Background: an optimization exercise with open tools, aiming at small area and a short achievable clock period. Do not read the settings as production practice.
Only simulation tests tie the RTL to the original design; equivalence was not proved.
Power and IR drop assume default switching activity.

## run.sh

```bash
#!/bin/bash
# synth_recipe.tcl (not shown) runs the flow's synth.tcl, then flattens the netlist and writes it again
# the make line also repeats each setting of config.mk as NAME=value (left out here)
make -C /OpenROAD-flow-scripts/flow DESIGN_CONFIG=/design/flow/config.mk WORK_HOME=/design/flow/orfs CLKGATE_MAP_FILE= SYNTH_SCRIPT=/design/flow/synth_recipe.tcl finish
```

## config.mk

```make
export PLATFORM = sky130hd
export DESIGN_NAME = barrel_shifter
export DESIGN_NICKNAME = barrel_shifter
export VERILOG_FILES = /design/flow/design.v
export SDC_FILE = /design/flow/constraint.sdc
export NUM_CORES = 4
export LEC_CHECK = 0
export CAP_MARGIN = 20
export CORE_MARGIN = 2
export CORE_UTILIZATION = 40
export SLEW_MARGIN = 20
```

## constraint.sdc

```tcl
create_clock -name core_clock -period 3.5 [get_ports {i_clk}]
set_input_delay 0.7000 -clock core_clock [delete_from_list [all_inputs] [get_ports {i_clk}]]
set_output_delay 0.7000 -clock core_clock [all_outputs]
set_load 0.01 [all_outputs]
```

## design.v

```verilog
module barrel_shifter
    (
        input logic i_clk,
        input logic i_signed,
        input logic i_shift_left,
        input logic [4 : 0] i_shift_amt,
        input logic [31 : 0] i_data,
        output logic [31 : 0] o_data
    );
        const logic [15 : 0] c_fill = 0;
    always_ff @(posedge i_clk) begin : proc_shift
        logic [31 : 0] r_tmp;
        if (i_shift_left) begin
            for (int i=0;i<=31;i++) begin
                r_tmp[i] = i_data[31 - i];
            end
        end else if (i_signed) begin
            if (i_data[$high(i_data)])
                r_tmp = ~i_data;
            else
                r_tmp = i_data;
        end else
            r_tmp = i_data;
        case (i_shift_amt[4])
            1'b0 :
                r_tmp = r_tmp;
            default :
                r_tmp = {c_fill, r_tmp[31 : 16]};
        endcase
        case (i_shift_amt[3 : 2])
            2'b00 :
                r_tmp = r_tmp;
            2'b01 :
                r_tmp = {c_fill[3 : 0], r_tmp[31 : 4]};
            2'b10 :
                r_tmp = {c_fill[7 : 0], r_tmp[31 : 8]};
            default :
                r_tmp = {c_fill[11 : 0], r_tmp[31 : 12]};
        endcase
        case (i_shift_amt[1 : 0])
            2'b00 :
                r_tmp = r_tmp;
            2'b01 :
                r_tmp = {c_fill[0], r_tmp[31 : 1]};
            2'b10 :
                r_tmp = {c_fill[1 : 0], r_tmp[31 : 2]};
            default :
                r_tmp = {c_fill[2 : 0], r_tmp[31 : 3]};
        endcase
        if (i_shift_left) begin
            for (int i=0;i<=31;i++) begin
                o_data[i] <= r_tmp[31 - i];
            end
        end else if (i_signed)
            if (i_data[$high(i_data)])
                o_data <= ~r_tmp;
            else
                o_data <= r_tmp;
        else
            o_data <= r_tmp;
    end
endmodule
```

==> results.yml, run 1 <==
outcome:
  outcome: "timing/DRC/antenna clean"
drt:
  via_per_inst: 6.788
  num_vias: 5539
  wirelength_microns: 19280
  drc_errors: 0
  drtIter0Drc: 561
  ant_nets: 0
  first_pass_iters: 5
  wl_per_cell_microns: 23.62
clock_network:
  cts_buffers: 5
  cts_tree: "done"
  post_cts_buffers: 0
  cts_num_sinks: 32
  ctsHoldBuffers: 0
  cts_root_buffer: "clkbuf_16"
  cts.repair.resized: 0
  cts.clk_slew.worst_paths_ns: 0.05
  htreeDepth: 2
  clk_path_buf_depth: 2
timing:
  timing.final.crit_share_pct: 95.68
  setup_viol: 0
  finalMaxSlewViolations: 0
  finalHoldViolCount: 0
  worst_pin_slew_ns: 0.7679
  maxSlewHeadroom_pct: 48.16
  rsz0062_at_grt: "false"
  fmax_mhz: 298.6
  fin_ws_ns: 0.1511
  min_period_ns: 3.349
worst_setup_path:
  arrival_ns: 3.49
  worstPathMaxFanout: 4
  worstPathRequired_ns: 3.64
  path_cells: "clkdlybuf4s50_1 -> and3b_1 -> o311ai_0 -> nand3_1 -> o22ai_1 -> a211oi_2 -> a222oi_1 -> o211ai_1"
  cp_slowest_stage_delay_ns: 0.63
  cp-end-kind: "flop"
  crit_type: "input port to flop"
  cpMaxStageDelayCell: "o311ai_0"
  critPathLaunchType: "input port"
floorplan:
  coreArea_sq_mm: 0.01147
  num_rows: 39
  die_h_microns: 112.8
  io_pins: 72
  die_x_microns: 112.8
  die_area_sq_mm: 0.01272
  start_util_pct: 41.27
logic_synthesis:
  synth_edf_count: 0
  synth.ff_latch_count: 32
  synth-async-reset-ratio_pct: 0
  syn_avg_cell_area_sq_um: 7.874
  syn-instance-count: 601
  synth_ff_type: "dfxtp_1"
  yosysSeqAreaShare_pct: 13.54
  synth_fp_nets: 641
  synth_area_sq_mm: 0.004732
  ys.warnings.count: 1
  synth_cell_types: 89
placement:
  routabilityCongestion: 0.9541
  io_buffers: 71
  dp_hpwl_microns: 15160
  dp_slack_ns: -0.2389
min_path:
  hold_path_depth: 5
  hp-start: "i_data[31]"
  hold_path.class: "input port to flop"
  whs_endpoint: "o_data[9]"
pwr:
  power.density_mw_per_mm2: 311.2
  vdd.ir_drop.worst_mv: 0.3388
  seq_power_share_pct: 23.6
  p_total_mw: 1.832
  cellInternalPower_mw: 1.165
  p_sw_mw: 0.6668
  swShare_pct: 36.40
  leakagePower_nw: 2.158
  power.share.clock_pct: 26.6
  combinationalPowerShare_pct: 49.8
layout:
  largest_reg_flops: 32
  top_register: "o_data"
  finish.net_count: 712
  drive_gt1_share_pct: 15.75
  fill_cells: 1137
  regArea_sq_um: 640.6
  area_delta_synth_final_pct: 24.41
  largestRegisters: "o_data: 32 flops"
  multi_input_area_sq_mm: 0.003704
  diodes: 0
global_route:
  antenna_found_initial: 0
  grt_pass1_vias: 5111
  grt_max_degree: 45
  grt-ovfl-total: 0
  grt_pass1_wl_microns: 30020
  grtUsageTotal_pct: 30.18
run:
  drv_cap: 0
layout by cell type (no fill, tap or decap), types with 4 or more instances in the layout:
cell type	n
nand4_1	30
mux4_2	13
nor3_1	23
xnor2_1	9
buf_12	4
clkdlybuf4s50_1	68
a22oi_1	7
nor2_1	38
inv_1	5
and3_1	13
nor4_1	7
a41oi_1	6
a221oi_1	9
o21ai_0	21
dfxtp_1	32
a211o_1	20
o21ai_1	5
a21oi_1	27
nand3_1	20
nor2b_1	10
nand2_1	30
clkbuf_16	5
buf_4	52
mux2_2	4
o211ai_1	6
a31oi_1	10
a211oi_1	26
nand2b_1	18
nand4b_1	17
and4b_1	11
mux2i_1	22
worst max-delay path by stage:
stage,start,to,slack (ns),depth (start not counted)
detailed placement,i_data[19],o_data[11],-0.24,9
global placement,i_data[19],o_data[11],-0.34,9
CTS,i_data[19],o_data[11],0.02,9
finish,i_data[19],o_data[6],0.15,8
floorplan,i_signed,o_data[1],0.64,9
global route,i_shift_amt[4],o_data[30],0.009,9
synth_stat cells, drive strengths merged (4+ instances only):
| cell | count | area [sq um] |
|---|---|---|
| buf | 42 | 285.3 |
| nor2 | 40 | 152.6 |
| dfxtp | 32 | 640.6 |
| nand2 | 31 | 118.9 |
| nand4 | 30 | 187.7 |
| a211oi | 29 | 232.7 |
| a21oi | 27 | 135.1 |
| o21ai | 26 | 130.1 |
| mux2i | 23 | 242.7 |
| nor3 | 23 | 115.1 |
| clkbuf | 21 | 78.83 |
| a211o | 20 | 175.2 |
| nand3 | 20 | 100.1 |
| nand2b | 18 | 112.6 |
| nand4b | 17 | 148.9 |
| and3 | 15 | 103.9 |
| mux4 | 14 | 319.1 |
| a221oi | 11 | 108.9 |
| and4b | 11 | 110.1 |
| a31oi | 10 | 62.56 |
| nor2b | 10 | 62.56 |
| xnor2 | 9 | 78.83 |
| a22oi | 8 | 65.06 |
| inv | 7 | 26.28 |
| nor4 | 7 | 43.79 |
| a41oi | 6 | 52.55 |
| o211ai | 6 | 45.04 |
| a2111oi | 5 | 62.56 |
| and2 | 5 | 31.28 |
| a2bb2oi | 4 | 41.29 |
| mux2 | 4 | 45.04 |
| o311ai | 4 | 35.04 |
logic make-up (layout without fill, tap and decap cells):
group / count (synthesis) / count (layout) / share of synthesized area [%]
AOI/OAI and AO/OA: 204 / 204 / 33.48
muxes: 41 / 41 / 12.82
and+or+nand+nor: 243 / 243 / 30.09
xor gates and xnor gates: 9 / 9 / 1.666
buffers and inverters: 72 / 144 / 8.408
DFF: 32 / 32 / 13.54
worst max-delay path: cells and delay by family:
kind	cells	cell delay, ns
AO/OA/AOI/OAI	5	1.73
buffers and inverters	1	0.50
AND/OR/NAND/NOR	2	0.56
routing by layer:
layer / vias to the layer above / wire length, microns / GRT usage, %
met4: 0 / 435 / 6.748
met5: - / 0 / 0
met2: 230 / 8908 / 47.78
met3: 31 / 1547 / 7.284
met1: 2697 / 8384 / 41.79
li1: 2581 / - / -
power groups by stage:
stage	registers (mW)	clock network [mW]	logic, mW
after detailed placement	0.440	0	0.892
after global routing	0.436	0.515	0.977
final	0.432	0.487	0.913
after floorplan	0.468	0	0.503
after CTS	0.433	0.495	0.896
after global placement	0.440	0	0.888
through the flow:
step / std cells / area (sq um) / hold WS (ns) / setup TNS (ns) / util, %
floorplan: 601 / 4732 / 0.9479 / 0 / -
global placement: 808 / 5713 / 1.439 / -0.9552 / 49.82
detailed placement: 808 / 5713 / 1.436 / -0.5966 / 49.82
CTS: 816 / 5877 / 1.190 / 0 / 51.25
global route: 816 / 5887 / 1.252 / 0 / 51.34
finish: 816 / 5887 / 1.207 / 0 / 51.34
layout make-up:
class,instances,share of cell area [%]
clock buffers,6,2.189
clock inverters,2,0.5951
inverters,9,0.5739
multi-input cells,497,62.91
flip-flops and latches,32,10.88
well taps,143,3.039
repair buffers,127,19.81
==> inputs of run 2 (changes only) <==
==> design.v (replaced) <==
module barrel_shifter (
    input  logic        i_clk,
    input  logic        i_signed,
    input  logic        i_shift_left,
    input  logic [4:0]  i_shift_amt,
    input  logic [31:0] i_data,
    output logic [31:0] o_data
);
    logic        left, left_n;
    logic [4:0]  sh, sh_n;
    logic        fill;
    logic [4:0]  g;
    assign left   = i_shift_left;
    assign left_n = ~i_shift_left;
    assign sh     = i_shift_amt;
    assign sh_n   = ~i_shift_amt;
    assign fill   = i_signed & ~i_shift_left & i_data[31];
    logic [31:0] r_n, a16, a8_n, a4, a2_n, a1, res;
    for (genvar j = 0; j < 32; j++) begin : g_rev_in
        bs_mux_n u (.a(i_data[j]), .sa_n(left), .b(i_data[31-j]), .sb_n(left_n), .y(r_n[j]));
    end
    assign g[4] = ~fill | sh_n[4];
    for (genvar j = 0; j < 32; j++) begin : g_s16
        if (j < 16) begin : m
            bs_mux_n u (.a(r_n[j]), .sa_n(sh[4]), .b(r_n[j+16]), .sb_n(sh_n[4]), .y(a16[j]));
        end else begin : f
            bs_fill_n u (.a(r_n[j]), .s(sh[4]), .g(g[4]), .y(a16[j]));
        end
    end
    assign g[3] = fill | sh_n[3];
    for (genvar j = 0; j < 32; j++) begin : g_s8
        if (j < 24) begin : m
            bs_mux_n u (.a(a16[j]), .sa_n(sh[3]), .b(a16[j+8]), .sb_n(sh_n[3]), .y(a8_n[j]));
        end else begin : f
            bs_fill_n u (.a(a16[j]), .s(sh[3]), .g(g[3]), .y(a8_n[j]));
        end
    end
    assign g[2] = ~fill | sh_n[2];
    for (genvar j = 0; j < 32; j++) begin : g_s4
        if (j < 28) begin : m
            bs_mux_n u (.a(a8_n[j]), .sa_n(sh[2]), .b(a8_n[j+4]), .sb_n(sh_n[2]), .y(a4[j]));
        end else begin : f
            bs_fill_n u (.a(a8_n[j]), .s(sh[2]), .g(g[2]), .y(a4[j]));
        end
    end
    assign g[1] = fill | sh_n[1];
    for (genvar j = 0; j < 32; j++) begin : g_s2
        if (j < 30) begin : m
            bs_mux_n u (.a(a4[j]), .sa_n(sh[1]), .b(a4[j+2]), .sb_n(sh_n[1]), .y(a2_n[j]));
        end else begin : f
            bs_fill_n u (.a(a4[j]), .s(sh[1]), .g(g[1]), .y(a2_n[j]));
        end
    end
    assign g[0] = ~fill | sh_n[0];
    for (genvar j = 0; j < 32; j++) begin : g_s1
        if (j < 31) begin : m
            bs_mux_n u (.a(a2_n[j]), .sa_n(sh[0]), .b(a2_n[j+1]), .sb_n(sh_n[0]), .y(a1[j]));
        end else begin : f
            bs_fill_n u (.a(a2_n[j]), .s(sh[0]), .g(g[0]), .y(a1[j]));
        end
    end
    for (genvar j = 0; j < 32; j++) begin : g_rev_out
        bs_mux_p u (.a(a1[j]), .sa(left_n), .b(a1[31-j]), .sb(left), .y(res[j]));
    end
    always_ff @(posedge i_clk) o_data <= res;
endmodule
module bs_mux_n (input logic a, sa_n, b, sb_n, output logic y);
    assign y = ~((a | sa_n) & (b | sb_n));
endmodule
module bs_fill_n (input logic a, s, g, output logic y);
    assign y = ~((a | s) & g);
endmodule
module bs_mux_p (input logic a, sa, b, sb, output logic y);
    assign y = (a & sa) | (b & sb);
endmodule
--- a/config.mk
+++ b/config.mk
@@ -9,3 +9,6 @@
 export CORE_MARGIN = 2
 export CORE_UTILIZATION = 40
+export SETUP_SLACK_MARGIN = 1.4
 export SLEW_MARGIN = 20
+export SYNTH_HIERARCHICAL = 1
+export SYNTH_MINIMUM_KEEP_SIZE = 0
==> run 2 against run 1 <==
Against the previous run: hold slack worse by 0.21 ns; sequential power about the same; non-clock buffer count is 21 lower; critical path depth is the same; first-iteration DRC count grew 31%; power down 9.3%; largest power group unchanged.
==> results.yml, run 2 <==
timing:
  fin_ws_ns: 1.067
  setup_viol: 0
  setup_tns_ns: 0
  fmax_mhz: 410.9
  maxSlewHeadroom_pct: 69.61
  finalHoldViolCount: 0
  rsz0062_at_grt: "true"
  min_period_ns: 2.434
  finalMaxSlewViolations: 0
  whs_ns: 0.9930
  worst_pin_slew_ns: 0.4558
  timing.final.crit_share_pct: 69.53
drt:
  ant_nets: 0
  wirelength_microns: 13350
  via_per_inst: 8.132
  drtIter0Drc: 736
  first_pass_iters: 5
  wl_per_cell_microns: 28.96
  drc_errors: 0
  num_vias: 3749
logic_synthesis:
  synth.ff_latch_count: 32
  synthAdderAreaFrac_pct: 0
  syn_avg_cell_area_sq_um: 7.958
  synth_compound_area_share_pct: 67.39
  synthTopCellsByCount: "161 x o22ai_1, 32 x a22o_1, 32 x dfxtp_1"
  synth_simple_gate_area_share_pct: 1.636
  synthMuxAreaShare_pct: 0
  synth_top_area_share_pct: 47.05
  synth_fp_nets: 309
  synth_area_sq_mm: 0.002141
  yosysTopAreaCell: "o22ai_1"
  synth_xor_area_share_pct: 0
  netlist_top_cells_area: "o22ai_1 47%, dfxtp_1 30%, a22o_1 13%"
  synth_cell_types: 8
  synth_top_family_by_area: "compound AO/OA/AOI/OAI gates"
  yosysSeqAreaShare_pct: 29.92
  synth_ff_type: "dfxtp_1"
  syn-instance-count: 269
  synth-async-reset-ratio_pct: 0
  synth_edf_count: 0
  ys.warnings.count: 7
  synthMostInstantiatedCell: "o22ai_1"
global_route:
  grt-ovfl-total: 0
  grt_pass1_vias: 3178
  antenna_found_initial: 0
  grt_max_degree: 35
  grt_pass1_wl_microns: 16090
  grtUsageTotal_pct: 33.08
layout:
  final_common_cell: "o22ai_2"
  top_register: "o_data"
  final_cell_mix: "118 x o22ai_2, 40 x clkdlybuf4s50_1, 32 x a22o_1, 32 x dfxtp_1, 26 x o22ai_1"
  stdcell_count: 461
  largest_reg_flops: 32
  area_delta_synth_final_pct: 120.0
  fin_area_sq_mm: 0.004711
  post-route-util_pct: 91.65
  drive_gt1_share_pct: 58.31
  finish.net_count: 430
  regArea_sq_um: 640.6
  fill_cells: 181
  multi_input_area_sq_mm: 0.002668
  largestRegisters: "o_data: 32 flops"
  diodes: 0
placement:
  io_buffers: 71
  placedInstanceArea_sq_mm: 0.003013
  dp_slack_ns: 0.3639
  post-place-cells: 420
  dp_hpwl_microns: 5565
  routabilityCongestion: 0.9166
worst_setup_path:
  cp_slowest_stage_delay_ns: 0.47
  path_depth: 8
  arrival_ns: 2.61
  cp_num_buf_inv: 1
  cp-end-kind: "flop"
  critPathLaunchType: "input port"
  cp_top_family: "compound AO/OA/AOI/OAI gates"
  path_cells: "clkdlybuf4s50_1 -> o22ai_2 -> o22ai_2 -> o22ai_2 -> o22ai_2 -> o22ai_2 -> o22ai_1 -> a22o_1"
  cpMaxStageDelayCell: "clkdlybuf4s50_1"
  worstPathMaxFanout: 2
  worstPathRequired_ns: 3.67
  crit_path_frequent_cell: "o22ai_2"
  crit_type: "input port to flop"
floorplan:
  start_util_pct: 41.65
  num_rows: 26
  coreArea_sq_mm: 0.005140
  die_h_microns: 77.16
  die_x_microns: 77.16
  io_pins: 72
  die_area_sq_mm: 0.005953
clock_network:
  cts_root_buffer: "clkbuf_8"
  cts_buffers: 5
  htreeDepth: 2
  cts.clk_slew.worst_paths_ns: 0.07
  clk_path_buf_depth: 2
  cts_tree: "done"
  cts_num_sinks: 32
pwr:
  p_total_mw: 1.662
  vdd.ir_drop.worst_mv: 0.2699
  power.density_mw_per_mm2: 352.7
  leakagePower_nw: 1.761
run:
  drv_cap: 0
min_path:
  whs_endpoint: "o_data[18]"
  hold_path_depth: 3
  hold_path.class: "input port to flop"
  hp-start: "i_shift_left"
outcome:
  outcome: "timing/DRC/antenna clean"
[run 2: worst max-delay path by stage]
stage	start	end	slack [ns]
6_report	i_data[27]	o_data[10]	1.07
2_1_floorplan	i_shift_left	o_data[10]	0.80
5_1_grt	i_data[4]	o_data[0]	1.01
3_5_place_dp	i_data[31]	o_data[12]	0.36
3_3_place_gp	i_data[31]	o_data[12]	0.36
4_1_cts	i_data[13]	o_data[26]	1.25
[run 2: final cells by class]
type	count	area share [%]
inverters	6	0.9562
well taps	70	1.859
multi-input cells	232	56.63
repair inverters	7	1.062
clock buffers	6	1.541
clock inverters	2	0.7437
flip-flops and latches	32	13.60
repair buffers	106	23.61
[run 2: modules after synthesis (local to each module, per instance)]
module | copies in the design | flip-flops and latches
barrel_shifter | 1 | 32
bs_fill_n | 31 | 0
bs_mux_n | 161 | 0
bs_mux_p | 32 | 0
[run 2: timing repair]
action,CTS,global route
hold endpoints to repair,0,0
setup endpoints to repair,32,32
cloned,7,1
gates resized for setup,220,54
hold buffers,0,0
buffers inserted,23,2
pin swaps,82,45
[run 2: cell families after synthesis]
group	Yosys count
buffers and inverters	6
and+or+nand+nor	7
DFF	32
AOI/OAI and AO/OA	224
[run 2: metal layers]
layer  track usage, %  routed length (microns)  part of all wire, %  vias to the layer above
li1                 -                        -                    -                     1485
met1            39.80                     4832                   36                     1742
met2            58.70                     6215                   47                      387
met3            3.647                     1270                  9.5                      135
met4            15.00                     1031                  7.7                        0
met5                0                        0                    0                        -
[run 2: power by group]
part / switching [mW] / internal, mW / leakage [nW]
combinational: 0.477 / 0.395 / 1.44
sequential: 0.0175 / 0.416 / 0.269
clock: 0.146 / 0.211 / 0.0552
total: 0.640 / 1.02 / 1.76
==> inputs of run 3 (changes only) <==
--- a/config.mk
+++ b/config.mk
@@ -9,5 +9,5 @@
 export CORE_MARGIN = 2
 export CORE_UTILIZATION = 40
-export SETUP_SLACK_MARGIN = 1.4
+export SETUP_SLACK_MARGIN = 0.8
 export SLEW_MARGIN = 20
 export SYNTH_HIERARCHICAL = 1
==> run 3 against run 2 <==
Against the previous run: hold slack lost 0.15 ns; cell area is 23% lower; synthesized cell count did not move; worst setup slack got worse by 0.27 ns; largest power group unchanged; still clean; combinational power fell by 26%; power fell by 15%; critical path depth up 1; final cell count shrank 5.6%; die area is the same; area after synthesis stayed put; sequential cell count stayed put; via count decreased by 17%.
==> results.yml, run 3 <==
layout:
  diodes: 0
  area_delta_synth_final_pct: 69.43
  fill_cells: 440
  post-route-util_pct: 70.57
  multi_input_area_sq_mm: 0.001924
  fin_area_sq_mm: 0.003627
  largestRegisters: "o_data: 32 flops"
  top_register: "o_data"
  drive_gt1_share_pct: 28.49
  final_cell_mix: "100 x o22ai_1, 68 x clkdlybuf4s50_1, 61 x o22ai_2"
  finish.net_count: 404
  stdcell_count: 435
  final_common_cell: "o22ai_1"
  regArea_sq_um: 640.6
  largest_reg_flops: 32
logic_synthesis:
  yosysSeqAreaShare_pct: 29.92
  synth_simple_gate_area_share_pct: 1.636
  synth-async-reset-ratio_pct: 0
  synthTopCellsByCount: "161 x o22ai_1, 32 x a22o_1, 32 x dfxtp_1"
  synthAdderAreaFrac_pct: 0
  synth_fp_nets: 309
  netlist_top_cells_area: "o22ai_1 47%, dfxtp_1 30%, a22o_1 13%"
  synth_area_sq_mm: 0.002141
  synth_top_area_share_pct: 47.05
  synth.ff_latch_count: 32
  syn_avg_cell_area_sq_um: 7.958
  syn-instance-count: 269
  synth_compound_area_share_pct: 67.39
  synthMuxAreaShare_pct: 0
  yosysTopAreaCell: "o22ai_1"
  synth_edf_count: 0
  synth_cell_types: 8
  synth_ff_type: "dfxtp_1"
  synthMostInstantiatedCell: "o22ai_1"
  synth_top_family_by_area: "compound AO/OA/AOI/OAI gates"
  ys.warnings.count: 7
  synth_xor_area_share_pct: 0
global_route:
  grt_pass1_vias: 2644
  grt-ovfl-total: 0
  grtUsageTotal_pct: 25.94
  antenna_found_initial: 0
  grt_pass1_wl_microns: 12790
  grt_max_degree: 36
timing:
  setup_tns_ns: 0
  whs_ns: 0.8398
  rsz0062_at_grt: "true"
  min_period_ns: 2.701
  maxSlewHeadroom_pct: 23.69
  fin_ws_ns: 0.7995
  finalMaxSlewViolations: 0
  setup_viol: 0
  timing.final.crit_share_pct: 77.16
  worst_pin_slew_ns: 1.143
  fmax_mhz: 370.3
  finalHoldViolCount: 0
pwr:
  swShare_pct: 34.10
  vdd.ir_drop.worst_mv: 0.2352
  combinationalPowerShare_pct: 45.4
  power.share.clock_pct: 24.2
  power.density_mw_per_mm2: 389.6
  leakagePower_nw: 1.297
  p_sw_mw: 0.4819
  seq_power_share_pct: 30.4
  p_total_mw: 1.413
  cellInternalPower_mw: 0.9311
clock_network:
  cts_root_buffer: "clkbuf_8"
  clk_path_buf_depth: 2
  cts_tree: "done"
  htreeDepth: 2
  cts_buffers: 5
  cts_num_sinks: 32
  ctsHoldBuffers: 0
  cts.clk_slew.worst_paths_ns: 0.07
floorplan:
  coreArea_sq_mm: 0.005140
  die_h_microns: 77.16
  die_x_microns: 77.16
  start_util_pct: 41.65
  die_area_sq_mm: 0.005953
  num_rows: 26
  io_pins: 72
worst_setup_path:
  arrival_ns: 2.93
  crit_type: "input port to flop"
  critPathLaunchType: "input port"
  cp-end-kind: "flop"
  worstPathRequired_ns: 3.73
  worstPathMaxFanout: 8
  crit_end: "o_data[17]"
  crit_start: "i_data[31]"
drt:
  drc_errors: 0
  wirelength_microns: 8757
  num_vias: 3119
  via_per_inst: 7.170
  ant_nets: 0
  wl_per_cell_microns: 20.13
  drtIter0Drc: 431
  first_pass_iters: 5
placement:
  dp_hpwl_microns: 5807
  dp_slack_ns: 0.003501
  io_buffers: 71
  post-place-cells: 421
  placedInstanceArea_sq_mm: 0.003020
  routabilityCongestion: 0.9300
run:
  drv_cap: 0
outcome:
  outcome: "timing/DRC/antenna clean"
min_path:
  hold_path.class: "input port to flop"
-- run 3: layout make-up --
cell class | count | share of cell area (%)
clock inverter | 2 | 0.9658
multi-input combinational | 232 | 53.05
timing repair buffer | 85 | 22.56
tap | 70 | 2.415
clock buffer | 6 | 2.001
timing repair inverter | 2 | 0.4139
sequential | 32 | 17.66
inverter | 6 | 0.9314
-- run 3: repair_timing --
action | 4_1_cts | 5_1_grt
gates cloned | 1 | 2
setup buffers | 3 | 0
pin swaps | 1 | 6
gates resized for setup | 5 | 83
endpoints found under the setup margin | 32 | 32
-- run 3: worst min path at each step --
stage | start | endpoint | cells past startpoint
finish | i_shift_left | o_data[31] | 2
global route | i_shift_left | o_data[2] | 2
CTS | i_shift_left | o_data[31] | 2
detailed placement | i_shift_left | o_data[31] | 2
global placement | i_shift_left | o_data[2] | 2
floorplan | i_shift_left | o_data[31] | 1
-- run 3: Yosys stat by module, one instance, submodules excluded --
| module | copies in the design | cell area [sq um] |
|---|---|---|
| bs_mux_n | 161 | 6.256 |
| bs_fill_n | 31 | 5.005 |
| bs_mux_p | 32 | 8.758 |
| barrel_shifter | 1 | 698.2 |
-- run 3: per-layer routing --
layer | share of wire, % | GRT usage (%) | up-vias
li1 | - | - | 1426
met1 | 42 | 33.24 | 1478
met2 | 50 | 44.09 | 184
met3 | 6.1 | 2.471 | 31
met4 | 2.4 | 11.25 | 0
met5 | 0 | 0 | -
-- run 3: power groups by stage --
stage | clock, mW | combinational (mW) | sequential [mW]
2_1_floorplan | 0 | 0.249 | 0.463
3_3_place_gp | 0 | 0.522 | 0.433
3_5_place_dp | 0 | 0.529 | 0.437
4_1_cts | 0.339 | 0.540 | 0.430
5_1_grt | 0.361 | 0.679 | 0.433
6_report | 0.342 | 0.642 | 0.429
-- run 3: kinds of logic (layout without fill, tap and decap cells) --
logic type      after synthesis  in the layout
compound gates              224            224
flops                        32             32
simple gates                  7              8
buf+inv                       6            101
-- run 3: worst max-delay path: stages --
cell and delay [ns]:
clkdlybuf4s50_1 0.52, and3b_2 0.31, nand2_4 0.11, o21ai_1 0.16
o22ai_2 0.12, o22ai_1 0.35, o22ai_2 0.15, o22ai_1 0.31
a22o_1 0.20
==> inputs of run 4 (changes only) <==
--- a/config.mk
+++ b/config.mk
@@ -9,5 +9,4 @@
 export CORE_MARGIN = 2
 export CORE_UTILIZATION = 40
-export SETUP_SLACK_MARGIN = 0.8
 export SLEW_MARGIN = 20
 export SYNTH_HIERARCHICAL = 1
==> run 4 against run 3 <==
Against the previous run: still clean on timing, DRC and antenna; final cell count decreased by 1.4%; wire length is 14% lower; cell area down 14%; fmax is 9.6% lower; clock power hardly changed; via count down 6.4%; sequential share of layout area increased by 2.8 points; power shrank 7.6%; critical path type unchanged; largest cell class unchanged.
==> results.yml, run 4 <==
pwr:
  vdd.ir_drop.worst_mv: 0.2415
  swShare_pct: 32.00
  seq_power_share_pct: 32.9
  p_sw_mw: 0.4176
  leakagePower_nw: 1.085
  power.density_mw_per_mm2: 417.7
  p_total_mw: 1.305
  combinationalPowerShare_pct: 41.1
  power.share.clock_pct: 26.1
  cellInternalPower_mw: 0.8873
outcome:
  outcome: "timing/DRC/antenna clean"
logic_synthesis:
  syn-instance-count: 269
  synth_ff_type: "dfxtp_1"
  synth.ff_latch_count: 32
  synth_cell_types: 8
  synth_top_area_share_pct: 47.05
  syn_avg_cell_area_sq_um: 7.958
  synthTopCellsByCount: "161 x o22ai_1, 32 x a22o_1, 32 x dfxtp_1"
  synth_area_sq_mm: 0.002141
  ys.warnings.count: 7
  netlist_top_cells_area: "o22ai_1 47%, dfxtp_1 30%, a22o_1 13%"
  synth_fp_nets: 309
  synth_edf_count: 0
  synthMostInstantiatedCell: "o22ai_1"
  synth-async-reset-ratio_pct: 0
  yosysSeqAreaShare_pct: 29.92
  yosysTopAreaCell: "o22ai_1"
global_route:
  grtUsageTotal_pct: 25.61
  grt_pass1_vias: 2540
  grt-ovfl-total: 0
  grt_pass1_wl_microns: 12570
  grt_max_degree: 66
  antenna_found_initial: 0
timing:
  worst_pin_slew_ns: 0.8420
  rsz0062_at_grt: "false"
  setup_tns_ns: 0
  whs_ns: 1.085
  fin_ws_ns: 0.5119
  maxSlewHeadroom_pct: 43.81
  finalHoldViolCount: 0
  setup_viol: 0
  min_period_ns: 2.988
  finalMaxSlewViolations: 0
  timing.final.crit_share_pct: 85.37
  fmax_mhz: 334.7
clock_network:
  cts_buffers: 5
  cts_tree: "done"
  cts_num_sinks: 32
  htreeDepth: 2
  clk_path_buf_depth: 2
  post_cts_buffers: 0
  cts_root_buffer: "clkbuf_8"
  cts.clk_slew.worst_paths_ns: 0.06
  ctsHoldBuffers: 0
  cts.repair.resized: 0
worst_setup_path:
  critPathLaunchType: "input port"
  worstPathRequired_ns: 3.68
  path_cells: "clkdlybuf4s50_1 -> and3b_1 -> nand2_1 -> o21ai_1 -> o22ai_1 -> o22ai_1 -> o22ai_1 -> o22ai_1 -> a22o_1"
  worstPathMaxFanout: 16
  crit_path_frequent_cell: "o22ai_1"
  cp-end-kind: "flop"
  crit_type: "input port to flop"
  cp_top_family: "compound AO/OA/AOI/OAI gates"
  cp_num_buf_inv: 1
  cp_slowest_stage_delay_ns: 0.47
  cpMaxStageDelayCell: "clkdlybuf4s50_1"
  arrival_ns: 3.16
placement:
  routabilityCongestion: 0.8916
  io_buffers: 71
  dp_hpwl_microns: 5636
  dp_slack_ns: 0.2682
  post-place-cells: 421
  placedInstanceArea_sq_mm: 0.003017
floorplan:
  die_area_sq_mm: 0.005953
  start_util_pct: 41.65
  num_rows: 26
  coreArea_sq_mm: 0.005140
  io_pins: 72
  die_x_microns: 77.16
  die_h_microns: 77.16
drt:
  ant_nets: 0
  wl_per_cell_microns: 17.54
  wirelength_microns: 7524
  drtIter0Drc: 319
  num_vias: 2918
  drc_errors: 0
  first_pass_iters: 5
  via_per_inst: 6.802
min_path:
  whs_endpoint: "o_data[15]"
  hp-start: "i_shift_left"
  hold_path.class: "input port to flop"
  hold_path_depth: 4
layout:
  stdcell_count: 429
  largest_reg_flops: 32
  finish.net_count: 398
  final_cell_mix: "161 x o22ai_1, 70 x clkdlybuf4s50_1, 32 x a22o_1, 32 x dfxtp_1, 31 x o21ai_1"
  top_register: "o_data"
  drive_gt1_share_pct: 5.292
  largestRegisters: "o_data: 32 flops"
  area_delta_synth_final_pct: 45.94
  diodes: 0
  fill_cells: 496
  final_common_cell: "o22ai_1"
  regArea_sq_um: 640.6
  multi_input_area_sq_mm: 0.001478
  post-route-util_pct: 60.78
  fin_area_sq_mm: 0.003124
run:
  drv_cap: 0
-- run 4: cell counts after synthesis --
Identical to the previous run, type by type.
-- run 4: how the worst max path moves through the flow --
stage | startpoint | end | slack [ns] | depth (start not counted)
floorplan | i_shift_left | o_data[16] | 0.60 | 8
global placement | i_data[31] | o_data[11] | 0.31 | 9
detailed placement | i_data[31] | o_data[10] | 0.27 | 9
CTS | i_data[31] | o_data[10] | 0.56 | 9
global route | i_data[31] | o_data[10] | 0.36 | 9
finish | i_data[31] | o_data[10] | 0.51 | 9
-- run 4: cell type report --
cell class                      count  area share (%)
Multi-Input combinational cell    231           47.30
Sequential cell                    32           20.50
Inverter                            6          0.7209
Clock buffer                        6           2.323
Tap cell                           70           2.803
Timing Repair Buffer               82           25.23
Clock inverter                      2           1.121
-- run 4: metal layers --
| layer | track usage [%] | up-vias | part of all wire [%] |
|---|---|---|---|
| met4 | 8.393 | 0 | 1.3 |
| met2 | 43.65 | 122 | 48 |
| met3 | 2.706 | 8 | 5.6 |
| met1 | 33.67 | 1377 | 45 |
| li1 | - | 1411 | - |
| met5 | 0 | - | 0 |
-- run 4: worst min-delay path: cells and delay by family --
| kind | cells | cell delay (ns) |
|---|---|---|
| AO/OA/AOI/OAI | 1 | 0.24 |
| buffers and inverters | 3 | 0.37 |
-- run 4: per-module statistics from Yosys, one instance, submodules excluded --
module / cells / times used / flip-flops and latches
bs_fill_n: 1 / 31 / 0
bs_mux_n: 1 / 161 / 0
barrel_shifter: 45 / 1 / 32
bs_mux_p: 1 / 32 / 0
-- run 4: power groups by stage --
stage	clock network, mW	logic [mW]	registers, mW
after floorplan	0	0.249	0.463
after global placement	0	0.524	0.434
after detailed placement	0	0.527	0.437
after CTS	0.343	0.531	0.429
after global routing	0.362	0.583	0.433
final	0.340	0.536	0.429
-- run 4: logic make-up after synthesis --
family | share of synthesized area [%]
AOI/OAI and AO/OA | 67.39
DFF | 29.92
and+or+nand+nor | 1.637
buffers and inverters | 1.052
==> inputs of run 5 (changes only) <==
==> flow/run.sh (new file) <==
#!/bin/bash
set -e
export BUFFER_PORTS_ARGS="-buffer_cell sky130_fd_sc_hd__buf_1"
bash standard.sh > standard.log 2>&1
==> standard.sh (new file) <==
#!/bin/bash
# synth_recipe.tcl (not shown) runs the flow's synth.tcl, then flattens the netlist and writes it again
# the make line also repeats each setting of config.mk as NAME=value (left out here)
make -C /OpenROAD-flow-scripts/flow DESIGN_CONFIG=/design/flow/config.mk WORK_HOME=/design/flow/orfs CLKGATE_MAP_FILE= SYNTH_SCRIPT=/design/flow/synth_recipe.tcl "${@:-finish}"
removed: run.sh
==> run 5 against run 4 <==
Against the previous run: still clean on timing, DRC and antenna; final cell count shrank 0.47%; power shrank 11%; clock-buffer cell count grew 1; cell area shrank 15%; fmax grew 14%; die area is the same; sequential share of layout area grew 3.5 points; synthesized cell count is the same; sequential power is essentially flat; wire length shrank 10%.
==> results.yml, run 5 <==
outcome:
  outcome: "timing/DRC/antenna clean"
layout:
  diodes: 0
  largest_reg_flops: 32
  fin_area_sq_mm: 0.002668
  final_cell_mix: "161 x o22ai_1, 70 x buf_1, 32 x a22o_1, 32 x dfxtp_1, 31 x o21ai_1"
  multi_input_area_sq_mm: 0.001478
  finish.net_count: 397
  fill_cells: 575
  final_common_cell: "o22ai_1"
  regArea_sq_um: 640.6
  top_register: "o_data"
  largestRegisters: "o_data: 32 flops"
  area_delta_synth_final_pct: 24.61
  drive_gt1_share_pct: 5.042
min_path:
  hold_path.class: "input port to flop"
clock_network:
  cts.clk_slew.worst_paths_ns: 0.06
  ctsHoldBuffers: 0
  cts_num_sinks: 32
  clk_path_buf_depth: 2
  cts_root_buffer: "clkbuf_8"
  post_cts_buffers: 0
  cts_buffers: 5
  cts_tree: "done"
  cts.repair.resized: 0
  htreeDepth: 2
logic_synthesis:
  ys.warnings.count: 7
  yosysSeqAreaShare_pct: 29.92
  syn_avg_cell_area_sq_um: 7.958
  syn-instance-count: 269
  synth_edf_count: 0
  synth_fp_nets: 309
  synth.ff_latch_count: 32
  yosysTopAreaCell: "o22ai_1"
  synth_area_sq_mm: 0.002141
  synth_top_area_share_pct: 47.05
  netlist_top_cells_area: "o22ai_1 47%, dfxtp_1 30%, a22o_1 13%"
  synthMostInstantiatedCell: "o22ai_1"
  synthTopCellsByCount: "161 x o22ai_1, 32 x a22o_1, 32 x dfxtp_1"
  synth_cell_types: 8
  synth_ff_type: "dfxtp_1"
  synth-async-reset-ratio_pct: 0
worst_setup_path:
  cp_top_family: "compound AO/OA/AOI/OAI gates"
  crit_type: "input port to flop"
  arrival_ns: 2.86
  critPathLaunchType: "input port"
  cp_slowest_stage_delay_ns: 0.43
  path_cells: "buf_1 -> inv_1 -> o22ai_1 -> o22ai_1 -> o22ai_1 -> o22ai_1 -> o22ai_1 -> a22o_1"
  crit_path_frequent_cell: "o22ai_1"
  cp_num_buf_inv: 2
  worstPathRequired_ns: 3.73
  worstPathMaxFanout: 16
  cp-end-kind: "flop"
  cpMaxStageDelayCell: "buf_1"
placement:
  placedInstanceArea_sq_mm: 0.002571
  routabilityCongestion: 0.8930
  io_buffers: 71
  dp_hpwl_microns: 5222
drt:
  via_per_inst: 6.499
  num_vias: 2775
  wirelength_microns: 6772
  drtIter0Drc: 258
  first_pass_iters: 5
  wl_per_cell_microns: 15.86
  drc_errors: 0
  ant_nets: 0
global_route:
  antenna_found_initial: 0
  grt-ovfl-total: 0
  grt_pass1_vias: 2413
  grt_max_degree: 37
  grt_pass1_wl_microns: 11560
  grtUsageTotal_pct: 23.11
floorplan:
  num_rows: 26
  coreArea_sq_mm: 0.005140
  die_h_microns: 77.16
  die_area_sq_mm: 0.005953
  die_x_microns: 77.16
  start_util_pct: 41.65
  io_pins: 72
timing:
  setup_tns_ns: 0
  finalHoldViolCount: 0
  fmax_mhz: 379.8
  maxSlewHeadroom_pct: 43.95
  min_period_ns: 2.633
  worst_pin_slew_ns: 0.8399
  finalMaxSlewViolations: 0
  rsz0062_at_grt: "false"
  setup_viol: 0
  timing.final.crit_share_pct: 75.22
pwr:
  vdd.ir_drop.worst_mv: 0.2045
  leakagePower_nw: 0.8887
  power.density_mw_per_mm2: 433.7
run:
  drv_cap: 0
[run 5: cell type report]
cell class	count	area share, %
multi-input cells	231	55.39
repair buffers	81	12.85
flip-flops and latches	32	24.01
inverters	6	0.8443
clock buffers	7	3.612
well taps	70	3.283
[run 5: worst paths after layout]
kind / from / end / slack (ns) / cells past startpoint
min: i_shift_left / o_data[14] / 1.00 / 3
max: i_shift_amt[4] / o_data[4] / 0.87 / 8
[run 5: Yosys stat by module, one instance, submodules excluded]
module,flops+latches,copies in the design
barrel_shifter,32,1
bs_fill_n,0,31
bs_mux_n,0,161
bs_mux_p,0,32
[run 5: cells by family after synthesis]
kind of cell / Yosys count / synth area share [%]
compound gates: 224 / 67.39
simple gates: 7 / 1.637
flops: 32 / 29.92
buf+inv: 6 / 1.052
[run 5: metrics by stage]
stage / worst slack [ns] / total power, mW / std cells / hold slack (ns) / utilization [%]
6_report: 0.8674 / 1.157 / 427 / 1.003 / 51.90
5_1_grt: 0.6210 / 1.231 / 427 / 1.039 / 51.90
4_1_cts: 0.9122 / 1.164 / 427 / 0.9978 / 51.90
3_5_place_dp: 0.6393 / 0.8643 / 420 / 1.086 / 50.02
3_3_place_gp: 0.6582 / 0.8662 / 420 / 1.086 / 50.02
2_1_floorplan: 0.5987 / 0.7126 / 269 / 0.8213 / -
[run 5: layer usage]
| metal | GRT usage [%] | share of wire, % | vias up |
|---|---|---|---|
| li1 | - | - | 1412 |
| met1 | 32.61 | 49 | 1249 |
| met2 | 36.09 | 44 | 103 |
| met3 | 2.941 | 4.7 | 11 |
| met4 | 8.036 | 1.7 | 0 |
| met5 | 0 | 0 | - |
[run 5: power breakdown]
| group | switching [mW] | internal, mW | leakage, nW |
|---|---|---|---|
| sequential | 0.0105 | 0.415 | 0.269 |
| combinational | 0.265 | 0.170 | 0.569 |
| clock | 0.121 | 0.175 | 0.0503 |
==> inputs of run 6 (changes only) <==
--- a/config.mk
+++ b/config.mk
@@ -9,4 +9,5 @@
 export CORE_MARGIN = 2
 export CORE_UTILIZATION = 40
+export SETUP_SLACK_MARGIN = 0.5
 export SLEW_MARGIN = 20
 export SYNTH_HIERARCHICAL = 1
==> run 6 against run 5 <==
Against the previous run: largest cell class unchanged; power unchanged; largest power group unchanged; synthesized cell count unchanged; still clean; highest routed layer unchanged; worst setup slack unchanged; critical path type unchanged.
==> results.yml, run 6 <==
pwr:
  seq_power_share_pct: 36.8
  power.density_mw_per_mm2: 433.7
  p_total_mw: 1.157
  swShare_pct: 34.27
  combinationalPowerShare_pct: 37.6
  vdd.ir_drop.worst_mv: 0.2045
  p_sw_mw: 0.3965
  power.share.clock_pct: 25.6
  leakagePower_nw: 0.8887
  cellInternalPower_mw: 0.7605
logic_synthesis:
  syn-instance-count: 269
  synth_top_area_share_pct: 47.05
  ys.warnings.count: 7
  synthMostInstantiatedCell: "o22ai_1"
  synth_edf_count: 0
  syn_avg_cell_area_sq_um: 7.958
  synth.ff_latch_count: 32
  netlist_top_cells_area: "o22ai_1 47%, dfxtp_1 30%, a22o_1 13%"
  synth_fp_nets: 309
  synth_cell_types: 8
  synthTopCellsByCount: "161 x o22ai_1, 32 x a22o_1, 32 x dfxtp_1"
  synth-async-reset-ratio_pct: 0
  yosysTopAreaCell: "o22ai_1"
  yosysSeqAreaShare_pct: 29.92
  synth_ff_type: "dfxtp_1"
  synth_area_sq_mm: 0.002141
floorplan:
  die_area_sq_mm: 0.005953
  die_x_microns: 77.16
  die_h_microns: 77.16
  start_util_pct: 41.65
  coreArea_sq_mm: 0.005140
  num_rows: 26
  io_pins: 72
global_route:
  grt_pass1_vias: 2413
  grt_pass1_wl_microns: 11560
  grtUsageTotal_pct: 23.11
  antenna_found_initial: 0
  grt_max_degree: 37
  grt-ovfl-total: 0
layout:
  largest_reg_flops: 32
  final_cell_mix: "161 x o22ai_1, 70 x buf_1, 32 x a22o_1, 32 x dfxtp_1, 31 x o21ai_1"
  area_delta_synth_final_pct: 24.61
  finish.net_count: 397
  largestRegisters: "o_data: 32 flops"
  diodes: 0
  top_register: "o_data"
  drive_gt1_share_pct: 5.042
  final_common_cell: "o22ai_1"
drt:
  via_per_inst: 6.499
  wl_met1_microns: 3339
  wl_met3_microns: 318
  top_layer_used: "met4"
  drc_errors: 0
  ant_nets: 0
  drtIter0Drc: 258
  wl_per_cell_microns: 15.86
  first_pass_iters: 5
  num_vias: 2775
  wirelength_microns: 6772
  wl_met2_microns: 2998
placement:
  io_buffers: 71
  routabilityCongestion: 0.8930
  dp_hpwl_microns: 5222
timing:
  fmax_mhz: 379.8
  worst_pin_slew_ns: 0.8399
  finalMaxSlewViolations: 0
  setup_tns_ns: 0
  finalHoldViolCount: 0
  rsz0062_at_grt: "false"
  timing.final.crit_share_pct: 75.22
  min_period_ns: 2.633
  setup_viol: 0
  maxSlewHeadroom_pct: 43.95
outcome:
  outcome: "timing/DRC/antenna clean"
clock_network:
  cts_root_buffer: "clkbuf_8"
  cts_buffers: 5
  clk_path_buf_depth: 2
  post_cts_buffers: 0
  cts.repair.resized: 0
  ctsHoldBuffers: 0
  htreeDepth: 2
  cts_num_sinks: 32
  cts_tree: "done"
  cts.clk_slew.worst_paths_ns: 0.06
worst_setup_path:
  cpMaxStageDelayCell: "buf_1"
  cp-end-kind: "flop"
  arrival_ns: 2.86
  crit_type: "input port to flop"
  worstPathMaxFanout: 16
  critPathLaunchType: "input port"
  path_cells: "buf_1 -> inv_1 -> o22ai_1 -> o22ai_1 -> o22ai_1 -> o22ai_1 -> o22ai_1 -> a22o_1"
  worstPathRequired_ns: 3.73
  crit_start: "i_shift_amt[4]"
  crit_path_frequent_cell: "o22ai_1"
  cp_slowest_stage_delay_ns: 0.43
min_path:
  hold_path.class: "input port to flop"
  hp-start: "i_shift_left"
run:
  drv_cap: 0
run 6: cell counts in the layout (fill, tap and decap cells not counted):
No cell type changed its count.
run 6: metal layers:
metal	GRT usage (%)	vias to the layer above
met2	36.09	103
met3	2.941	11
met4	8.036	0
met5	0	-
met1	32.61	1249
li1	-	1412
run 6: worst paths after layout:
path	endpoint	cells past startpoint
setup / recovery	o_data[4]	8
hold / removal	o_data[14]	3
run 6: cell families after synthesis:
family | synth area share [%]
AO/OA/AOI/OAI | 67.39
flip-flops | 29.92
AND/OR/NAND/NOR | 1.637
buffers and inverters | 1.052
run 6: power groups by stage:
stage / clock network (mW) / logic, mW / registers (mW)
detailed placement: 0 / 0.430 / 0.434
floorplan: 0 / 0.249 / 0.463
global route: 0.319 / 0.482 / 0.430
CTS: 0.306 / 0.432 / 0.426
global placement: 0 / 0.433 / 0.433
finish: 0.296 / 0.435 / 0.426
run 6: area by class of cell:
class                           count  area, sq um
Tap cell                           70        87.58
Fill cell                         575         2472
Multi-Input combinational cell    231         1478
Clock buffer                        7        96.34
Sequential cell                    32        640.6
Timing Repair Buffer               81        342.8
Inverter                            6        22.52
run 6: stage by stage:
step	util (%)	instance area [sq um]	worst slack, ns	std cells	hold slack [ns]
after floorplan	-	2141	0.5987	269	0.8213
after global placement	50.02	2571	0.6582	420	1.086
after detailed placement	50.02	2571	0.6393	420	1.086
after CTS	51.90	2668	0.9122	427	0.9978
after global routing	51.90	2668	0.6210	427	1.039
final	51.90	2668	0.8674	427	1.003
run 6: worst max-delay path, delay by kind of cell:
kind / cells / cell delay [ns]
AO/OA/AOI/OAI: 6 / 1.33
buffers and inverters: 2 / 0.83
run 6: modules after synthesis, one instance, submodules excluded:
module / cell area, sq um / flops+latches
barrel_shifter: 698.2 / 32
bs_mux_n: 6.256 / 0
bs_mux_p: 8.758 / 0
bs_fill_n: 5.005 / 0
==> inputs of run 7 (changes only) <==
--- a/config.mk
+++ b/config.mk
@@ -9,5 +9,5 @@
 export CORE_MARGIN = 2
 export CORE_UTILIZATION = 40
-export SETUP_SLACK_MARGIN = 0.5
+export SETUP_SLACK_MARGIN = 1.0
 export SLEW_MARGIN = 20
 export SYNTH_HIERARCHICAL = 1
==> run 7 against run 6 <==
Against the previous run: non-clock buffer count up 7; clock-buffer cell count is 1 lower; synthesized cell count did not move; core utilization increased by 11 points; sequential cell count is the same; hold slack better by 0.0024 ns; sequential share of layout area shrank 4.2 points; worst setup slack improved by 0.19 ns; area after synthesis stayed put; largest power group unchanged; sequential power hardly changed.
==> results.yml, run 7 <==
drt:
  drtIter0Drc: 170
  num_vias: 2901
  wirelength_microns: 7382
  first_pass_iters: 5
  wl_per_cell_microns: 16.85
  via_per_inst: 6.623
  drc_errors: 0
  ant_nets: 0
layout:
  largestRegisters: "o_data: 32 flops"
  fin_area_sq_mm: 0.003232
  final_common_cell: "o22ai_1"
  area_delta_synth_final_pct: 50.96
  finish.net_count: 407
  stdcell_count: 438
  diodes: 0
  fill_cells: 491
  multi_input_area_sq_mm: 0.001897
  final_cell_mix: "98 x o22ai_1, 69 x buf_1, 63 x o22ai_2"
  drive_gt1_share_pct: 27.45
  top_register: "o_data"
  post-route-util_pct: 62.88
  largest_reg_flops: 32
  regArea_sq_um: 640.6
global_route:
  grt_pass1_vias: 2343
  antenna_found_initial: 0
  grtUsageTotal_pct: 22.73
  grt_max_degree: 66
  grt-ovfl-total: 0
  grt_pass1_wl_microns: 11340
floorplan:
  die_h_microns: 77.16
  die_x_microns: 77.16
  start_util_pct: 41.65
  io_pins: 72
  die_area_sq_mm: 0.005953
  num_rows: 26
  coreArea_sq_mm: 0.005140
worst_setup_path:
  cp_slowest_stage_delay_ns: 0.35
  path_cells: "buf_1 -> buf_6 -> nand2_2 -> o21ai_1 -> o22ai_1 -> o22ai_1 -> o22ai_1 -> a22o_1"
  arrival_ns: 2.60
  crit_path_frequent_cell: "o22ai_1"
  critPathLaunchType: "input port"
  cpMaxStageDelayCell: "buf_6"
  crit_type: "input port to flop"
  worstPathMaxFanout: 33
  cp-end-kind: "flop"
  worstPathRequired_ns: 3.67
min_path:
  hold_path.class: "input port to flop"
  hold_path_depth: 3
timing:
  fin_ws_ns: 1.061
  finalHoldViolCount: 0
  setup_viol: 0
  whs_ns: 1.005
  fmax_mhz: 410.0
  worst_pin_slew_ns: 1.076
  timing.final.crit_share_pct: 69.69
  finalMaxSlewViolations: 0
  setup_tns_ns: 0
  maxSlewHeadroom_pct: 28.18
  min_period_ns: 2.439
  rsz0062_at_grt: "false"
logic_synthesis:
  synth_area_sq_mm: 0.002141
  synth_fp_nets: 309
  syn-instance-count: 269
  syn_avg_cell_area_sq_um: 7.958
  synth_cell_types: 8
  yosysSeqAreaShare_pct: 29.92
  synth_ff_type: "dfxtp_1"
  synth_top_area_share_pct: 47.05
  netlist_top_cells_area: "o22ai_1 47%, dfxtp_1 30%, a22o_1 13%"
  synth-async-reset-ratio_pct: 0
  ys.warnings.count: 7
  synthTopCellsByCount: "161 x o22ai_1, 32 x a22o_1, 32 x dfxtp_1"
  synthMostInstantiatedCell: "o22ai_1"
  synth.ff_latch_count: 32
  synth_edf_count: 0
  yosysTopAreaCell: "o22ai_1"
placement:
  post-place-cells: 419
  placedInstanceArea_sq_mm: 0.002567
  dp_slack_ns: 0.4754
  routabilityCongestion: 0.8890
  io_buffers: 71
  dp_hpwl_microns: 5081
clock_network:
  htreeDepth: 2
  cts_root_buffer: "clkbuf_8"
  cts_buffers: 5
  cts_tree: "done"
  cts_num_sinks: 32
  cts.clk_slew.worst_paths_ns: 0.07
  clk_path_buf_depth: 2
pwr:
  power.density_mw_per_mm2: 400.0
  vdd.ir_drop.worst_mv: 0.2495
  leakagePower_nw: 1.120
  p_total_mw: 1.293
outcome:
  outcome: "timing/DRC/antenna clean"
run:
  drv_cap: 0
==> run 7: cell counts after synthesis <==
No cell type changed its count.
==> run 7: logic make-up after synthesis <==
group / Yosys count / share of synthesized area [%]
buffers and inverters: 6 / 1.052
AO/OA/AOI/OAI: 224 / 67.39
AND/OR/NAND/NOR: 7 / 1.637
flip-flops: 32 / 29.92
==> run 7: report_power, final <==
group          leakage (nW)  internal, mW  switching (mW)
logic                 0.796         0.219           0.311
clock network        0.0552         0.211           0.126
registers             0.269         0.415          0.0105
==> run 7: what timing repair did <==
action	in CTS	in global routing
buffers inserted	4	3
gates resized for setup	5	77
hold buffers	0	0
endpoints found under the setup margin	32	32
pin swaps	0	20
cloned	1	3
==> run 7: Yosys stat by module, one instance, submodules excluded <==
module | times used | flip-flops and latches
barrel_shifter | 1 | 32
bs_fill_n | 31 | 0
bs_mux_n | 161 | 0
bs_mux_p | 32 | 0
==> run 7: cell type report <==
| type | instances | area share, % |
|---|---|---|
| Timing Repair Buffer | 88 | 13.78 |
| Tap cell | 70 | 2.710 |
| Inverter | 6 | 1.045 |
| Clock inverter | 2 | 1.084 |
| Clock buffer | 6 | 2.245 |
| Sequential cell | 32 | 19.82 |
| Timing Repair inverter | 3 | 0.6194 |
| Multi-Input combinational cell | 231 | 58.69 |
==> run 7: worst paths after layout <==
| kind | end | from | slack [ns] |
|---|---|---|---|
| worst max-delay path | o_data[23] | i_shift_amt[3] | 1.06 |
| worst min-delay path | o_data[30] | i_shift_left | 1.01 |
==> run 7: layer usage <==
metal | GRT usage, % | part of all wire (%)
met1 | 32.32 | 47
met2 | 36.26 | 48
met3 | 2.000 | 4.1
met4 | 7.143 | 0.76
met5 | 0 | 0
==> run 7: critical path, delay by kind of cell <==
kind	cells	cell delay (ns)
AO/OA/AOI/OAI	5	1.06
buffers and inverters	2	0.61
AND/OR/NAND/NOR	1	0.21
==> inputs of run 8 (changes only) <==
==> design.v (replaced) <==
module barrel_shifter (
    input  logic        i_clk,
    input  logic        i_signed,
    input  logic        i_shift_left,
    input  logic [4:0]  i_shift_amt,
    input  logic [31:0] i_data,
    output logic [31:0] o_data
);
    logic        left, fill;
    logic [3:0]  a, a_n;
    logic        sr0, sr1, sl0, sl1;
    logic        fr1, fr;
    assign left = i_shift_left;
    assign fill = i_signed & i_data[31];
    assign a    = i_shift_amt[3:0] ^ {4{left}};
    assign a_n  = ~a;
    assign sr0 = ~left & ~i_shift_amt[4];
    assign sr1 = ~left &  i_shift_amt[4];
    assign sl0 =  left &  i_shift_amt[4];
    assign sl1 =  left & ~i_shift_amt[4];
    assign fr1 = fill & sr1;
    assign fr  = fill & ~left;
    logic [46:0] v16;
    logic [38:0] v8_n;
    logic [34:0] v4;
    logic [32:0] v2_n;
    logic [31:0] res;
    for (genvar i = 0; i < 15; i++) begin : g_s16_lo
        bs_ao22 u (.a(i_data[i]), .sa(sr0), .b(i_data[i+16]), .sb(sr1), .y(v16[i]));
    end
    assign v16[15] = (i_data[15] & sr0) | (i_data[31] & sr1) | (i_data[0] & sl1);
    for (genvar i = 16; i < 31; i++) begin : g_s16_mid
        bs_ao221 u (.a(i_data[i]), .sa(sr0), .b(i_data[i-15]), .sb(sl1), .c(fr1), .y(v16[i]));
    end
    assign v16[31] = (i_data[31] & sr0) | fr1 | (i_data[0] & sl0) | (i_data[16] & sl1);
    for (genvar i = 32; i < 47; i++) begin : g_s16_hi
        bs_ao221 u (.a(i_data[i-31]), .sa(sl0), .b(i_data[i-15]), .sb(sl1), .c(fr), .y(v16[i]));
    end
    for (genvar i = 0; i < 39; i++) begin : g_s8
        bs_mux_n u (.a(v16[i]), .sa_n(a[3]), .b(v16[i+8]), .sb_n(a_n[3]), .y(v8_n[i]));
    end
    for (genvar i = 0; i < 35; i++) begin : g_s4
        bs_mux_n u (.a(v8_n[i]), .sa_n(a[2]), .b(v8_n[i+4]), .sb_n(a_n[2]), .y(v4[i]));
    end
    for (genvar i = 0; i < 33; i++) begin : g_s2
        bs_mux_n u (.a(v4[i]), .sa_n(a[1]), .b(v4[i+2]), .sb_n(a_n[1]), .y(v2_n[i]));
    end
    for (genvar i = 0; i < 32; i++) begin : g_s1
        bs_mux_n u (.a(v2_n[i]), .sa_n(a[0]), .b(v2_n[i+1]), .sb_n(a_n[0]), .y(res[i]));
    end
    always_ff @(posedge i_clk) o_data <= res;
endmodule
module bs_mux_n (input logic a, sa_n, b, sb_n, output logic y);
    assign y = ~((a | sa_n) & (b | sb_n));
endmodule
module bs_ao22 (input logic a, sa, b, sb, output logic y);
    assign y = (a & sa) | (b & sb);
endmodule
module bs_ao221 (input logic a, sa, b, sb, c, output logic y);
    assign y = (a & sa) | (b & sb) | c;
endmodule
--- a/config.mk
+++ b/config.mk
@@ -9,5 +9,4 @@
 export CORE_MARGIN = 2
 export CORE_UTILIZATION = 40
-export SETUP_SLACK_MARGIN = 1.0
 export SLEW_MARGIN = 20
 export SYNTH_HIERARCHICAL = 1
==> run 8 against run 7 <==
Against the previous run: fmax fell by 3.3%; die area fell by 1.9%; still clean; power rose by 8.6%; sequential share of layout area rose by 4.5 points; area after synthesis fell by 2.0%; cell area fell by 18%; clock-buffer cell count rose by 1; core utilization fell by 11 points; critical endpoint is now o_data[30]; first-iteration DRC count rose by 70%; critical path type unchanged; non-clock buffer count fell by 6.
==> results.yml, run 8 <==
outcome:
  outcome: "timing/DRC/antenna clean"
worst_setup_path:
  cpMaxStageDelayCell: "and2_1"
  crit_start: "i_shift_left"
  critPathLaunchType: "input port"
  crit_path_frequent_cell: "o22ai_1"
  crit_type: "input port to flop"
  cp-end-kind: "flop"
  path_cells: "buf_1 -> and2_1 -> a221o_1 -> o22ai_1 -> o22ai_1 -> o22ai_1 -> o22ai_1"
  worstPathMaxFanout: 15
  worstPathRequired_ns: 3.71
  cp_slowest_stage_delay_ns: 0.58
  crit_end: "o_data[30]"
  arrival_ns: 2.73
logic_synthesis:
  synth_compound_area_share_pct: 62.73
  yosysSeqAreaShare_pct: 30.53
  synth_ff_type: "dfxtp_1"
  synth_xor_area_share_pct: 2.385
  synth_area_sq_mm: 0.002098
  synth_cell_types: 17
  synth_simple_gate_area_share_pct: 1.908
  syn-instance-count: 240
  syn_avg_cell_area_sq_um: 8.743
  synthTopCellsByCount: "139 x o22ai_1, 32 x dfxtp_1, 30 x a221o_1"
  synth_fp_nets: 280
  synth_top_family_by_area: "compound AO/OA/AOI/OAI gates"
  yosysTopAreaCell: "o22ai_1"
  synthMuxAreaShare_pct: 1.014
  synth-async-reset-ratio_pct: 0
  synthMostInstantiatedCell: "o22ai_1"
  synth.ff_latch_count: 32
  synthAdderAreaFrac_pct: 0
  netlist_top_cells_area: "o22ai_1 41%, dfxtp_1 31%, a221o_1 14%"
  synth_top_area_share_pct: 41.44
  synth_edf_count: 0
  ys.warnings.count: 7
pwr:
  swShare_pct: 38.56
  vdd.ir_drop.worst_mv: 0.2805
  leakagePower_nw: 0.8735
  p_sw_mw: 0.5412
  seq_power_share_pct: 33.9
  p_total_mw: 1.404
  power.share.clock_pct: 21.7
  cellInternalPower_mw: 0.8624
  combinationalPowerShare_pct: 44.4
  power.density_mw_per_mm2: 532.2
clock_network:
  cts.repair.resized: 0
  htreeDepth: 2
  post_cts_buffers: 0
  cts_tree: "done"
  cts_num_sinks: 32
  clk_path_buf_depth: 2
  cts_root_buffer: "clkbuf_8"
  cts_buffers: 5
  cts.clk_slew.worst_paths_ns: 0.06
  ctsHoldBuffers: 0
floorplan:
  die_h_microns: 76.43
  start_util_pct: 41.35
  die_area_sq_mm: 0.005841
  num_rows: 26
  coreArea_sq_mm: 0.005075
  io_pins: 72
  die_x_microns: 76.43
timing:
  setup_viol: 0
  maxSlewHeadroom_pct: 38.36
  worst_pin_slew_ns: 0.9235
  min_period_ns: 2.521
  setup_tns_ns: 0
  finalHoldViolCount: 0
  rsz0062_at_grt: "false"
  timing.final.crit_share_pct: 72.03
  finalMaxSlewViolations: 0
  whs_ns: 1.067
  fmax_mhz: 396.6
placement:
  routabilityCongestion: 0.9282
  dp_hpwl_microns: 5503
  io_buffers: 71
  post-place-cells: 391
layout:
  final_cell_mix: "139 x o22ai_1, 71 x buf_1, 32 x dfxtp_1"
  largestRegisters: "o_data: 32 flops"
  largest_reg_flops: 32
  final_common_cell: "o22ai_1"
  stdcell_count: 398
  area_delta_synth_final_pct: 25.70
  diodes: 0
  multi_input_area_sq_mm: 0.001445
  top_register: "o_data"
  post-route-util_pct: 51.97
  drive_gt1_share_pct: 7.622
  regArea_sq_um: 640.6
  fill_cells: 543
  finish.net_count: 368
global_route:
  antenna_found_initial: 0
  grt_max_degree: 40
  grt-ovfl-total: 0
  grt_pass1_wl_microns: 12360
  grtUsageTotal_pct: 25.62
  grt_pass1_vias: 2445
drt:
  ant_nets: 0
  via_per_inst: 6.952
  first_pass_iters: 5
  drc_errors: 0
  wl_per_cell_microns: 19.19
  drtIter0Drc: 289
  wirelength_microns: 7639
  num_vias: 2767
run:
  drv_cap: 0
min_path:
  hold_path.class: "input port to flop"
==> run 8: how the worst min path moves through the flow <==
stage                    from         end  slack, ns  cells after the start
3_5_place_dp       o_data[30]  o_data[30]       1.09                      1
2_1_floorplan       o_data[0]   o_data[0]       1.00                      0
5_1_grt        i_shift_amt[0]  o_data[28]       1.13                      4
4_1_cts        i_shift_amt[0]  o_data[27]       1.07                      4
6_report       i_shift_amt[0]  o_data[27]       1.07                      4
3_3_place_gp       o_data[15]  o_data[15]       1.09                      1
==> run 8: final cells by class <==
type / count / area share, %
repair buffers: 82 / 13.24
inverters: 5 / 0.7116
flip-flops and latches: 32 / 24.29
multi-input cells: 202 / 54.79
well taps: 70 / 3.321
clock buffers: 7 / 3.653
==> run 8: per-stage QoR <==
step / area, sq um / worst slack [ns]
2_1_floorplan: 2106 / 0.002305
4_1_cts: 2638 / 0.7402
6_report: 2638 / 0.9788
3_5_place_dp: 2541 / 0.4718
5_1_grt: 2638 / 0.8539
3_3_place_gp: 2541 / 0.4268
==> run 8: layer usage <==
| metal | wire length [microns] | GRT usage (%) |
|---|---|---|
| met1 | 3612 | 37.99 |
| met2 | 3275 | 37.26 |
| met3 | 637 | 4.621 |
| met4 | 114 | 8.364 |
| met5 | 0 | 0 |
==> run 8: cell families after synthesis <==
logic type	after synthesis
AOI/OAI and AO/OA	187
DFF	32
and+or+nand+nor	9
buffers and inverters	6
xor gates and xnor gates	4
muxes	2
==> run 8: power by group through the flow <==
stage	Sequential, mW	Clock [mW]	Combinational, mW
finish	0.475	0.304	0.624
global route	0.483	0.326	0.678
CTS	0.476	0.309	0.613
detailed placement	0.485	0	0.610
global placement	0.481	0	0.616
floorplan	0.535	0	0.363
==> run 8: worst max-delay path: cells and delay by family <==
family,cells,cell delay [ns]
and+or+nand+nor,1,0.58
AOI/OAI and AO/OA,5,1.11
buffers and inverters,1,0.33
==> run 8: per-module statistics from Yosys, one instance, submodules excluded <==
module          cells  flip-flops and latches  cell area, sq um
barrel_shifter     56                      32             797.0
bs_ao221            1                       0             10.01
bs_ao22             1                       0             8.758
bs_mux_n            1                       0             6.256

## static timing again, ports no longer ideal
The flow's constraints put no driver on any port. The routed layouts listed below were extracted and timed again, unchanged, in two steps. Step 1: set_driving_cell puts a clkbuf_16 on i_clk and a buf_2 on each other input, an assumption about the parent block. Step 2, shift: input delay + t, output delay - t, t = (earliest + latest rising clock arrival at the registers) / 2. This alone moves slack from input paths to output paths. a / b / c = no drivers / after step 1 / after step 2; a / b = the first two.
| run | shift t [ns] | setup slack, ns | worst data-port slew with drivers (ns) |
|---|---|---|---|
| run 1 | 0.314 | 0.151 / 0.162 / -0.152 | 0.04 |
| run 2 | 0.316 | 1.066 / 1.051 / 0.735 | 0.06 |
| run 3 | 0.308 | 0.799 / 0.801 / 0.493 | 0.04 |
| run 4 | 0.312 | 0.512 / 0.519 / 0.207 | 0.03 |
| run 5 | 0.305 | 0.867 / 0.865 / 0.559 | 0.03 |
| run 6 | 0.305 | 0.867 / 0.865 / 0.559 | 0.03 |
| run 7 | 0.299 | 1.061 / 1.062 / 0.762 | 0.03 |
| run 8 | 0.308 | 0.979 / 0.984 / 0.676 | 0.03 |
Met with ideal ports but missed after step 2: setup timing in run 1. For run 2, which loses most, drivers alone change the setup slack by -0.015 ns; drivers and shift together by -0.331 ns.
